This is an optimization exercise on Yosys and OpenROAD, whose aim is small area, not a production implementation.
In this exercise RTL edits were held to simulation tests only and were not proved equivalent to the original.
Power is estimated from default activity; no workload was simulated.

==> flow/design.v (excerpt) <==
module battleship_top(
    input clk,
    input rst,
    input confirm,
    input btnReset,
    input [3:0] row,
    output [3:0] col,
    output [15:0] led,
    output [6:0] seg,
    output [3:0] an,
    output uart_tx
    );
For scale: about 120 flip-flops, ~40 I/O pins.
export LEC_CHECK = 0
export CAP_MARGIN = 20
export CORE_MARGIN = 2
export CORE_UTILIZATION = 40
export SLEW_MARGIN = 20
create_clock -name core_clock -period 10.0 [get_ports {clk}]
standard.sh (not shown) runs the stock make flow with config.mk's settings and CLKGATE_MAP_FILE= SYNTH_SCRIPT=/design/flow/synth_recipe.tcl, a recipe that flattens the netlist after the stock synthesis.
==> flow/flow/run.sh <==
#!/bin/bash
# Own layout flow: the standard flow (standard.sh) with three changes.
#  1. Synthesis runs the standard flow's own synthesis script, except that the ABC step maps the logic
#     with each of five area-oriented scripts (flow/area1.abc ... area5.abc: AIG
#     optimisation by &deepsyn with three random seeds or by &syn2, then &nf mapping) and
#     keeps the smallest result (flow/best_abc.tcl), and Yosys's full-adder extraction is
#     off (ADDER_MAP_FILE empty). Registers, their names and cell types are untouched:
#     flip-flops are mapped before ABC.
#  2. Port buffers use the smallest buffer, sky130_fd_sc_hd__buf_1.
#  3. CTS uses clkbuf_4 buffers and inserts no dummy loads.
# Each tool's log is under orfs/logs/; make's own output goes to flow_make.log.
set -euo pipefail
W=$PWD
F=$W/flow
ORFS_SYNTH=$FLOW_HOME/scripts/synth.tcl

# synth_core.tcl: ORFS's synth.tcl, with its ABC call replaced by best_abc
sed 's|^  log_cmd abc {\*}\$abc_args$|  best_abc $abc_args|' "$ORFS_SYNTH" > "$W/synth_core.tcl"
grep -q 'best_abc \$abc_args' "$W/synth_core.tcl"
# my_synth.tcl: the standard flow's synthesis script, sourcing synth_core.tcl instead of synth.tcl
{
  echo "source $F/best_abc.tcl"
  sed "s|source \$::env(SCRIPTS_DIR)/synth.tcl|source $W/synth_core.tcl|" "$W/synth_recipe.tcl"
} > "$W/my_synth.tcl"
grep -q 'synth_core.tcl' "$W/my_synth.tcl"

export MY_ABC_SCRIPTS="$F/area1.abc $F/area2.abc $F/area3.abc $F/area4.abc $F/area5.abc"
bash "$W/standard.sh" \
    "SYNTH_SCRIPT=$W/my_synth.tcl" \
    "ADDER_MAP_FILE=" \
    "BUFFER_PORTS_ARGS=-buffer_cell sky130_fd_sc_hd__buf_1" \
    "CTS_ARGS=-sink_clustering_enable -repair_clock_nets -dont_use_dummy_load -buf_list sky130_fd_sc_hd__clkbuf_4" \
    finish > "$W/flow_make.log" 2>&1
==> flow/flow/area1.abc <==
&get -n
&st
&deepsyn -T 240
&nf -a -p -R 1000
&put
==> flow/flow/area4.abc <==
&get -n
&st
&deepsyn -T 120 -S 1
&nf -a -p -R 1000
&put
==> flow/flow/area5.abc <==
&get -n
&st
&deepsyn -T 120 -S 2
&nf -a -p -R 1000
&put
Other scripts of this flow, unchanged in this note and not shown: flow/flow/area2.abc, flow/flow/area3.abc, flow/flow/best_abc.tcl
Next try:
--- a/flow/flow/run.sh
+++ b/flow/flow/run.sh
@@ -4,2 +4 @@
-#     with each of five area-oriented scripts (flow/area1.abc ... area5.abc: AIG
-#     optimisation by &deepsyn with three random seeds or by &syn2, then &nf mapping) and
+#     with each of three area-oriented scripts (flow/area1.abc, area2.abc, area3.abc) and
@@ -27 +26 @@
-export MY_ABC_SCRIPTS="$F/area1.abc $F/area2.abc $F/area3.abc $F/area4.abc $F/area5.abc"
+export MY_ABC_SCRIPTS="$F/area1.abc $F/area2.abc $F/area3.abc"
==> flow/flow/area1.abc (replaced) <==
&get -n
&st
&deepsyn -T 120
&nf -a -p -R 1000
&put
removed: flow/flow/area4.abc
removed: flow/flow/area5.abc
After rerunning:
- The new run produced a clean layout
- power stays the same
- final cell count stays the same
- non-clock buffer count stays the same
- design area does not change

* * *

The RTL this note starts from:
==> flow/design.v <==
module battleship_top(
    input clk,
    input rst,
    input confirm,
    input btnReset,
    input [3:0] row,
    output [3:0] col,
    output [15:0] led,
    output [6:0] seg,
    output [3:0] an,
    output uart_tx
    );
    reg [16:0] sc;
    reg [1:0] cd;
    reg       wrapped;               
    wire sc_term = (sc == 17'h164F1);
    wire sc_lag  = (sc == 17'h6AA);
    always @(posedge clk) begin
        if (rst | sc_term) sc <= 17'h1;
        else               sc <= {~sc[15:0], sc[16] ^ sc[13]};
        wrapped <= ~rst & sc_term;
        if (rst)          cd <= 2'd0;
        else if (wrapped) cd <= {cd[0], ~cd[1]};    
    end
    reg [3:0] col_r;
    always @(*) begin
        case (cd)
            2'b00: col_r = 4'b0111; 2'b01: col_r = 4'b1011;
            2'b11: col_r = 4'b1101; default: col_r = 4'b1110;
        endcase
    end
    assign col = col_r;
    reg [3:0] key;                   
    reg [3:0] kold;                  
    reg [1:0] rsel;
    reg       rvalid;
    always @(*) begin
        rvalid = 1'b1;
        rsel = 2'd0;
        case (row)
            4'b0111: rsel = 2'd0;
            4'b1011: rsel = 2'd1;
            4'b1101: rsel = 2'd2;
            4'b1110: rsel = 2'd3;
            default: rvalid = 1'b0;
        endcase
    end
    reg [3:0] kcode;
    always @(*) begin
        case ({cd, rsel})
            4'b0000: kcode = 4'h1; 4'b0001: kcode = 4'h4; 4'b0010: kcode = 4'h7; 4'b0011: kcode = 4'h0;
            4'b0100: kcode = 4'h2; 4'b0101: kcode = 4'h5; 4'b0110: kcode = 4'h8; 4'b0111: kcode = 4'hF;
            4'b1100: kcode = 4'h3; 4'b1101: kcode = 4'h6; 4'b1110: kcode = 4'h9; 4'b1111: kcode = 4'hE;
            4'b1000: kcode = 4'hA; 4'b1001: kcode = 4'hB; 4'b1010: kcode = 4'hC; default: kcode = 4'hD;
        endcase
    end
    always @(posedge clk) begin
        if (rst)                    key <= 4'd0;
        else if (sc_lag & rvalid)   key <= kcode;
        kold <= rst ? 4'd0 : key;
    end
    reg [16:0] db;
    reg pulse;
    wire db_term = (db == 17'h5555);
    always @(posedge clk) begin
        if (rst | ~confirm) db <= 17'h15554;
        else if (db_term)   db <= 17'h15555;
        else                db <= {~db[15:0], db[16] ^ db[13]};
        pulse <= ~rst & db_term;
    end
    reg       fire;                  
    reg       player;
    reg [3:0] a0, a1, a2, b0, b1, b2;    
    reg [2:0] ax, bx;
    wire       over = fire & ((&ax) | (&bx));
    wire       sel = player ^ fire;              
    wire [3:0] t0 = sel ? b0 : a0;
    wire [3:0] t1 = sel ? b1 : a1;
    wire [3:0] t2 = sel ? b2 : a2;
    wire [2:0] tx = sel ? bx : ax;
    wire [2:0] eq = {t2 == key, t1 == key, t0 == key};
    wire       hit_x = |(eq & tx);               
    wire       any = |eq;                        
    wire       place = ~hit_x & ~tx[2];
    wire [2:0] xinc = {tx[1], tx[0], 1'b1};
    wire [2:0] wslot = btnReset ? xinc : (xinc & ~tx);
    wire       wr = pulse & ~fire & place;
    wire [2:0] wa = {3{wr & ~sel}} & wslot;
    wire [2:0] wb = {3{wr &  sel}} & wslot;
    wire [2:0] lowest = {eq[2] & ~eq[1] & ~eq[0], eq[1] & ~eq[0], eq[0]};
    always @(posedge clk) begin
        if (wa[0]) a0 <= key;
        if (wa[1]) a1 <= key;
        if (wa[2]) a2 <= key;
        if (wb[0]) b0 <= key;
        if (wb[1]) b1 <= key;
        if (wb[2]) b2 <= key;
        if (rst) begin
            fire <= 1'b0; player <= 1'b0; ax <= 3'd0; bx <= 3'd0;
        end else if (pulse) begin
            if (!fire) begin
                if (btnReset | place) begin
                    if (sel) bx <= place ? xinc : 3'd0;
                    else     ax <= place ? xinc : 3'd0;
                end
                if (place & tx[1]) begin             
                    player <= ~player;
                    if (player) begin
                        fire <= 1'b1; ax <= 3'd0; bx <= 3'd0;
                    end
                end
            end else if (!over) begin
                if (!hit_x) begin
                    player <= ~player;
                    if (sel) bx <= bx | lowest;
                    else     ax <= ax | lowest;
                end
            end else if (btnReset) begin
                fire <= 1'b0; player <= 1'b0; ax <= 3'd0; bx <= 3'd0;
            end
        end
    end
    function [1:0] ships(input f, input [2:0] x);
        case ({f, x})
            4'b0000: ships = 2'd0; 4'b0001: ships = 2'd1; 4'b0011: ships = 2'd2; 4'b0111: ships = 2'd3;
            4'b1000: ships = 2'd3;
            4'b1001, 4'b1010, 4'b1100: ships = 2'd2;
            4'b1011, 4'b1101, 4'b1110: ships = 2'd1;
            4'b1111: ships = 2'd0;
            default: ships = 2'bxx;
        endcase
    endfunction
    wire [1:0] ac = ships(fire, ax);
    wire [1:0] bc = ships(fire, bx);
    genvar gi;
    generate for (gi = 0; gi < 16; gi = gi + 1) begin : g_led
        assign led[gi] = over | (kold == gi) | (tx[0] & (t0 == gi))
                       | (tx[1] & (t1 == gi)) | (tx[2] & (t2 == gi));
    end endgenerate
    reg [16:0] sb;
    reg mclk, dig;
    wire sb_term = (sb == 17'h1361C);
    always @(posedge clk) begin
        if (rst | sb_term) sb <= 17'h1;
        else               sb <= {~sb[15:0], sb[16] ^ sb[13]};
        if (rst) begin mclk <= 1'b0; dig <= 1'b0; end
        else if (sb_term) begin mclk <= ~mclk; dig <= dig ^ ~mclk; end
    end
    wire [1:0] digit = dig ? ac : bc;
    assign an = dig ? 4'b0111 : 4'b1110;
    assign seg = (digit == 2'd0) ? 7'b1000000 :
                 (digit == 2'd1) ? 7'b1111001 :
                 (digit == 2'd2) ? 7'b0100100 : 7'b0110000;
    localparam ST_LF = 3'd0, ST_P1 = 3'd7, ST_P2 = 3'd6, ST_D1 = 3'd2, ST_D2 = 3'd1,
               ST_COL = 3'd4, ST_HEX = 3'd3, ST_CR = 3'd5;
    reg [2:0] stage;
    reg [3:0] ph;
    reg [9:0] uc;
    reg [3:0] ssnap;
    wire uc_term = (uc == 10'h211);
    wire urun = ph[3] | (ph[1] ^ ph[0]);
    reg [3:0] ph_inc;
    always @(*) begin
        case (ph)
            4'b0001: ph_inc = 4'b0010;
            4'b0010: ph_inc = 4'b1000;
            4'b1000: ph_inc = 4'b1001; 4'b1001: ph_inc = 4'b1010; 4'b1010: ph_inc = 4'b1011;
            4'b1011: ph_inc = 4'b1100; 4'b1100: ph_inc = 4'b1101; 4'b1101: ph_inc = 4'b1110;
            4'b1110: ph_inc = 4'b1111;
            default: ph_inc = 4'b0011;
        endcase
    end
    reg [2:0] stage_inc;
    always @(*) begin
        case (stage)
            ST_LF:  stage_inc = player ? ST_P2 : ST_P1;
            ST_P1:  stage_inc = ST_D1;
            ST_P2:  stage_inc = ST_D2;
            ST_D1:  stage_inc = ST_COL;
            ST_D2:  stage_inc = ST_COL;
            ST_COL: stage_inc = ST_HEX;
            ST_HEX: stage_inc = ST_CR;
            default: stage_inc = ST_LF;
        endcase
    end
    always @(posedge clk) begin
        if (~urun | uc_term) uc <= 10'h1;
        else                 uc <= {~uc[8:0], uc[9] ^ uc[6]};
        if (rst) begin
            ph <= 4'b0011; stage <= ST_LF;
        end else if (ph == 4'b0000) ph <= 4'b0001;
        else if (ph == 4'b0011) begin
            if (stage != ST_LF || pulse) begin
                ph <= 4'b0000;
                stage <= stage_inc;
            end
        end else if (uc_term) ph <= ph_inc;
        if (pulse) ssnap <= key;
    end
    reg [7:0] tbyte;
    always @(*) begin
        case (stage)
            ST_P1, ST_P2: tbyte = "P";
            ST_D1: tbyte = "1";
            ST_D2: tbyte = "2";
            ST_COL: tbyte = ":";
            ST_HEX: case (ssnap)
                    4'hA: tbyte = "A"; 4'hB: tbyte = "B"; 4'hC: tbyte = "C";
                    4'hD: tbyte = "D"; 4'hE: tbyte = "E"; 4'hF: tbyte = "F";
                    default: tbyte = {4'h3, ssnap};
                  endcase
            ST_CR: tbyte = 8'd13;
            default: tbyte = 8'd10;
        endcase
    end
    assign uart_tx = ph[3] ? tbyte[ph[2:0]] : ~(ph == 4'b0010);
endmodule
==> flow/config.mk <==
export PLATFORM = sky130hd
export DESIGN_NAME = battleship_top
export DESIGN_NICKNAME = battleship_top
export VERILOG_FILES = /design/flow/design.v
export SDC_FILE = /design/flow/constraint.sdc
export NUM_CORES = 4
export LEC_CHECK = 0
export CAP_MARGIN = 20
export CORE_MARGIN = 2
export CORE_UTILIZATION = 40
export SLEW_MARGIN = 20
==> flow/constraint.sdc <==
create_clock -name core_clock -period 10.0 [get_ports {clk}]
set_input_delay 2.0000 -clock core_clock [delete_from_list [all_inputs] [get_ports {clk}]]
set_output_delay 2.0000 -clock core_clock [all_outputs]
set_load 0.01 [all_outputs]
==> flow/flow/run.sh <==
#!/bin/bash
# Own layout flow: the standard flow (standard.sh) with three changes.
#  1. Synthesis runs the standard flow's own synthesis script, except that ABC maps with an
#     area-oriented script (flow/area.abc) and Yosys's full-adder extraction is off
#     (ADDER_MAP_FILE empty). Registers, their names and cell types are untouched.
#  2. Port buffers use the smallest buffer, sky130_fd_sc_hd__buf_1.
#  3. CTS uses clkbuf_4 buffers and inserts no dummy loads.
# Each tool's log is under orfs/logs/; make's own output goes to flow_make.log.
set -euo pipefail
W=$PWD
F=$W/flow
ORFS_SYNTH=$FLOW_HOME/scripts/synth.tcl

# synth_core.tcl: ORFS's synth.tcl, with the ABC script taken from MY_ABC_SCRIPT
sed 's|^  log_cmd abc {\*}\$abc_args$|  set abc_args [lreplace $abc_args 1 1 $::env(MY_ABC_SCRIPT)]\n  log_cmd abc {*}$abc_args|' \
    "$ORFS_SYNTH" > "$W/synth_core.tcl"
grep -q 'MY_ABC_SCRIPT' "$W/synth_core.tcl"
# my_synth.tcl: the standard flow's synthesis script, sourcing synth_core.tcl instead of synth.tcl
sed "s|source \$::env(SCRIPTS_DIR)/synth.tcl|source $W/synth_core.tcl|" "$W/synth_recipe.tcl" > "$W/my_synth.tcl"
grep -q 'synth_core.tcl' "$W/my_synth.tcl"

export MY_ABC_SCRIPT=$F/area.abc
bash "$W/standard.sh" \
    "SYNTH_SCRIPT=$W/my_synth.tcl" \
    "ADDER_MAP_FILE=" \
    "BUFFER_PORTS_ARGS=-buffer_cell sky130_fd_sc_hd__buf_1" \
    "CTS_ARGS=-sink_clustering_enable -repair_clock_nets -dont_use_dummy_load -buf_list sky130_fd_sc_hd__clkbuf_4" \
    finish > "$W/flow_make.log" 2>&1
==> flow/flow/area.abc <==
&get -n
&st
&deepsyn -T 120
&dch -f
&nf -a -R 1000
&put
The baseline completed with no timing, DRC or antenna violations.
Rerun with:
==> flow/flow/area.abc (replaced) <==
&get -n
&st
&syn2
&dch -f
&nf -a -R 1000
&put
Design area came out higher by 2.9%; sequential cell count stays the same; synthesized area came out higher by 3.3%; via count came out higher by about 8%.

[afterwards: timing with drivers on the ports]
The flow's constraints put no driver on any port. The routed layouts listed below were extracted and timed again, unchanged, in two steps. Step 1: set_driving_cell puts a clkbuf_16 on clk and a buf_2 on each other input, an assumption about the parent block. Step 2 also shifts input and output timing later by t, the mid clock arrival at the registers, as if the neighbouring blocks saw the same clock. a / b / c = ideal / step 1 / step 2; a / b = the first two.
run	t (ns)	setup WS [ns]	clock arrival spread, ns	worst register clock-pin slew, ns
the first run of note 1	0.509	5.086 / 5.052 / 5.561	0.035 / 0.036	0.10 / 0.10
the second run of note 1	0.509	5.086 / 5.052 / 5.561	0.035 / 0.036	0.10 / 0.10
the first run of note 2	0.493	4.779 / 4.746 / 5.239	0.043 / 0.044	0.10 / 0.10
the second run of note 2	0.494	5.005 / 4.972 / 5.466	0.057 / 0.057	0.11 / 0.11
After both steps every run listed still meets setup and hold.
